This design comes from an exercise in tuning for small area and a short achievable clock period on the open sky130 flow, not from production work.
In this exercise RTL edits were held to simulation tests only and were not proved equivalent to the original.
Power figures rest on the tool's default switching activity, not on a simulated workload.

**config.mk**
```make
export PLATFORM = sky130hd
export DESIGN_NAME = alu_top
export DESIGN_NICKNAME = alu_top
export VERILOG_FILES = /design/flow/design.v
export SDC_FILE = /design/flow/constraint.sdc
export NUM_CORES = 8
export LEC_CHECK = 0
export CAP_MARGIN = 20
export CORE_MARGIN = 2
export CORE_UTILIZATION = 40
export SLEW_MARGIN = 20
```
**constraint.sdc**
```tcl
create_clock -name core_clock -period 5.0 [get_ports {clk}]
set_input_delay 1.0000 -clock core_clock [delete_from_list [all_inputs] [get_ports {clk}]]
set_output_delay 1.0000 -clock core_clock [all_outputs]
set_load 0.01 [all_outputs]
```
**design.v**
```verilog
module alu_top (
  input             clk,
  input      [31:0] A,
  input      [31:0] B,
  input      [2:0]  opcode,
  output reg [31:0] result
);
  reg  [31:0] a_q;
  reg  [31:0] b_q;
  reg  [2:0]  op_q;
  wire [31:0] y;
  always @(posedge clk) begin
    a_q    <= A;
    b_q    <= B;
    op_q   <= opcode;
    result <= y;
  end
  alu u_alu (
    .A(a_q),
    .B(b_q),
    .opcode(op_q),
    .result(y)
  );
endmodule

module alu (
input  [31:0] A,
input  [31:0] B,
input  [2:0]  opcode,
output reg [31:0] result
);
always @(*) begin
case(opcode)
3'b000: result = A + B;                        
3'b001: result = A - B;                         
3'b010: result = A & B;                         
3'b011: result = A | B;                         
3'b100: result = A ^ B;                              
3'b101: result = A << B[4:0];                   
3'b110: result = A >> B[4:0];                   
3'b111: result = $signed(A) >>> B[4:0];        
default: result = 32'd0;
endcase
end
endmodule
```
**run.sh**
```bash
#!/bin/bash
# synth_recipe.tcl (not shown) runs the flow's synth.tcl, then flattens the netlist and writes it again
# the make line also repeats each setting of config.mk as NAME=value (left out here)
make -C /OpenROAD-flow-scripts/flow DESIGN_CONFIG=/design/flow/config.mk WORK_HOME=/design/flow/orfs CLKGATE_MAP_FILE= SYNTH_SCRIPT=/design/flow/synth_recipe.tcl finish
```
==> results.txt <==
flops & latches, synth 99; leak pwr 4.68 nW; max_cap viols 0; grt ovf 0; vias in the first global route 9502; Overall Power 2.80 mW; Post-Syn Area 0.00988 mm²; drt via density 6.30; die area 0.0260 mm²; cell count after synthesis 1191; Final Hold Fails 0; syn_area_per_cell 8.30 µm²; H-tree depth 3; Clock power frac 25.8%; CTS tree yes; DR iter-0 viols 1114; Highest Clock Rate 0.217 GHz; Worst Max-Slew Pin Slew 0.888 ns; largest net degree at the start of global routing 75; post-synth cell types 75; IO buf count 99; initial antenna violation count 0; fraction of registers with async set/reset 0%; setup bufs post-CTS 0; hold path cells 4; Crit Reg-Reg Startpoint b_q[2]; Reg2Reg Capture Point result[31]; Final Max Slew Viols 0; sw frac 38.6%; Die Wd 161 µm; I/O Pins 100; Ant. Diodes 0; Area Growth Syn to Fin 15.4%; GRT Total Usage 29.0%; Worst Clk Skew 0.0144 ns; nets 1413; post-synth top area cell dfxtp_1; synth warn 2; Post-DRT Antenna Nets 0; wire per inst 24.0 µm; first-pass GRT wire length 57700 µm; sequential share of the synthesized area 20.1%; # fillers 2402; final core occ 46.9%; Routed Wire Length 37800 µm; Hold Startpoint b_q[9]; Final setup viols 0; max incr delay on CP 0.54 ns; dpl hpwl 28700 µm; row count 57; Arr. time, crit path 4.86 ns; CTS resizes 0; R2R setup slack 0.39 ns; critical path launch point type flip-flop; cell mode on critical path a21oi_1; minimum clock period 4.61 ns; Critical Path Sink Type flip-flop; critical path launch point b_q[2]; P_int 1.72 mW; Pwr per Cell Area 246 mW/mm²; top cells by area, synth dfxtp_1 (20%), ha_1 (12%), mux4_2 (12%), nor2_1 (5.6%), a21oi_1 (5.1%); status timing/DRC/antenna clean; Sink Count 99; Worst-Skew Late Latency 0.37 ns; Comb pwr share 40.1%; switching power total 1.08 mW; share of the synthesized area in the top cell type 20.1%; maximum VDD drop 0.000136 V; hold_buf cts 0; RSZ-0062 raised after global routing false; Final Cycle Share 92.1%; required time worst endpoint 5.26 ns; gp weighted congestion 1.06; crit-path max FO 10; core area 0.0243 mm²; Syn Nets 1357; DRC 0; worst hold path class flip-flop to flip-flop; Crit-path slowest cell nor3_1; Pre-antenna DRT Iters 5; critical path type flip-flop to flip-flop; Die H 161 µm; share of cells above drive strength 1 10.5%; Worst Reg-to-Reg Cells 16; Worst Hold End result[9]; prevailing post-synth register cell dfxtp_1; Worst-path clk slew 0.08 ns; setup total negative slack 0 ns; max_slew headroom 40.2%; Post-synth EDFFs 0; CP cell instances nor2_1 -> nand2_1 -> nor4_2 -> nand3_1 -> nor3_1 -> a21oi_1 -> xnor2_1 -> ha_1 -> a21oi_1 -> nor2b_1 -> o21ai_0 -> a2111oi_0 -> a211oi_1 -> nand4_1 -> o211ai_1 -> a211o_1; Reg power frac 34.1%; CTS buffer count 9; CTS root buf clkbuf_16; Initial Util 40.6%; vias 9928; clock buffer depth 2
## cells in the mapped netlist (15+ instances only)
cell / number
nor2_1: 148
a21oi_1: 100
dfxtp_1: 99
ha_1: 97
nand2_1: 73
inv_1: 69
o21ai_0: 62
mux4_2: 52
clkbuf_1: 50
xnor2_1: 44
mux2i_1: 43
nor3_1: 26
nand3_1: 18
a31oi_1: 17
a211oi_1: 15
o211ai_1: 15
## per-stage QoR
| step | hold WS (ns) | cell area [µm²] | instances | setup slack [ns] |
|---|---|---|---|---|
| finish | 0.702 | 11400 | 1576 | 0.395 |
| global route | 0.776 | 11400 | 1576 | 0.0604 |
| CTS | 0.713 | 11400 | 1576 | 0.515 |
| detailed placement | 0.695 | 11100 | 1560 | 0.550 |
| global placement | 0.692 | 11100 | 1560 | 0.682 |
| floorplan | 0.628 | 9880 | 1191 | 0.813 |
## sequential cells by signal, summed over array words and instances, names as in the netlist
name,flops
a_q,32
b_q,32
result,32
op_q,3
## cell type report
| class | instances | area [µm²] | share of cell area (%) |
|---|---|---|---|
| inverter | 73 | 274 | 2.40 |
| multi-input combinational | 937 | 7240 | 63.5 |
| timing repair buffer | 127 | 1200 | 10.5 |
| clock buffer | 9 | 225 | 1.97 |
| tap | 324 | 405 | 3.55 |
| clock inverter | 7 | 68.8 | 0.603 |
| sequential | 99 | 1990 | 17.5 |
## layout by cell type (no fill, tap or decap), types with 5 or more instances in the layout
| cell | instances |
|---|---|
| a211o_1 | 7 |
| a211oi_1 | 15 |
| a21boi_0 | 8 |
| a21o_1 | 14 |
| a21oi_1 | 100 |
| a221o_1 | 5 |
| a221oi_1 | 10 |
| a22oi_1 | 13 |
| a31oi_1 | 17 |
| a41oi_1 | 5 |
| buf_4 | 28 |
| clkbuf_16 | 9 |
| clkdlybuf4s50_1 | 99 |
| dfxtp_1 | 94 |
| ha_1 | 97 |
| inv_1 | 69 |
| mux2_2 | 12 |
| mux2i_1 | 43 |
| mux4_2 | 52 |
| nand2_1 | 73 |
| nand2b_1 | 9 |
| nand3_1 | 18 |
| nand4_1 | 10 |
| nor2_1 | 148 |
| nor2b_1 | 6 |
| nor3_1 | 26 |
| nor4_1 | 5 |
| o211ai_1 | 15 |
| o21a_1 | 5 |
| o21ai_0 | 62 |
| o21ai_1 | 5 |
| o221ai_1 | 6 |
| o22ai_1 | 11 |
| o31ai_1 | 5 |
| or2_2 | 6 |
| or3_1 | 12 |
| xnor2_1 | 44 |
| xor2_1 | 9 |
## how the worst max path moves through the flow
stage | to | slack (ns) | cells after the start
6_report | result[31] | 0.39 | 16
4_1_cts | result[31] | 0.52 | 16
3_3_place_gp | result[26] | 0.68 | 14
2_1_floorplan | result[31] | 0.81 | 22
5_1_grt | result[31] | 0.06 | 16
3_5_place_dp | result[31] | 0.55 | 16
## power groups by stage
stage               sequential (mW)  combinational, mW  clock [mW]
floorplan                     0.954              0.705           0
global placement              0.969               1.10           0
detailed placement            0.970               1.10           0
CTS                           0.952               1.10       0.743
global route                  0.963               1.22       0.767
finish                        0.955               1.12       0.724
## worst max-delay path, delay by kind of cell, from the launching register on
| kind | cells | cell delay [ns] |
|---|---|---|
| AO/OA/AOI/OAI | 7 | 1.38 |
| XOR/XNOR | 1 | 0.16 |
| adder cells (fa/ha/maj) | 1 | 0.48 |
| flip-flops | 1 | 0.33 |
| AND/OR/NAND/NOR | 7 | 2.15 |
## layer usage
metal | wire length, µm | GRT usage, % | vias up
li1 | - | - | 4514
met4 | 1490 | 12.3 | 0
met1 | 15900 | 39.3 | 4750
met3 | 3700 | 6.29 | 97
met5 | 0 | 0 | -
met2 | 16800 | 44.7 | 567
## cell families (layout without fill, tap and decap cells)
family          after synthesis  after routing  synth area share, %
buf+inv                     155            216                 6.72
simple gates                331            331                 15.1
compound gates              346            346                 22.9
fa+ha+maj                    98             98                 12.5
xor+xnor                     54             54                 4.86
flops                        99             99                 20.1
mux                         108            108                 17.8

==> separate check: timing with driven ports <==
No port has a modelled driver above. Below, the same layout with a new extraction and two added sets of constraints. Step 1 (the two cells are an assumption about what drives the block):
set clk [get_ports {clk}]
set_driving_cell -lib_cell sky130_fd_sc_hd__clkbuf_16 $clk
set_driving_cell -lib_cell sky130_fd_sc_hd__buf_2 [delete_from_list [all_inputs] $clk]
Step 2 adds t to the input delays and takes it off the output delays; t is the mean of the earliest and latest rising clock arrival at the registers after step 1. Input paths then give back, and output paths get back, about the clock's delay inside the block. Three values: ideal ports, drivers, drivers and shift; two values: the first two.
shift t [ns]: 0.414
setup WS [ns]: 0.395 / 0.395 / 0.395
hold slack, ns: 0.702 / 0.702 / 0.702
After both steps setup and hold are still met in this run. For this run, drivers alone change the setup slack by 0.000 ns; drivers and shift together by 0.000 ns.
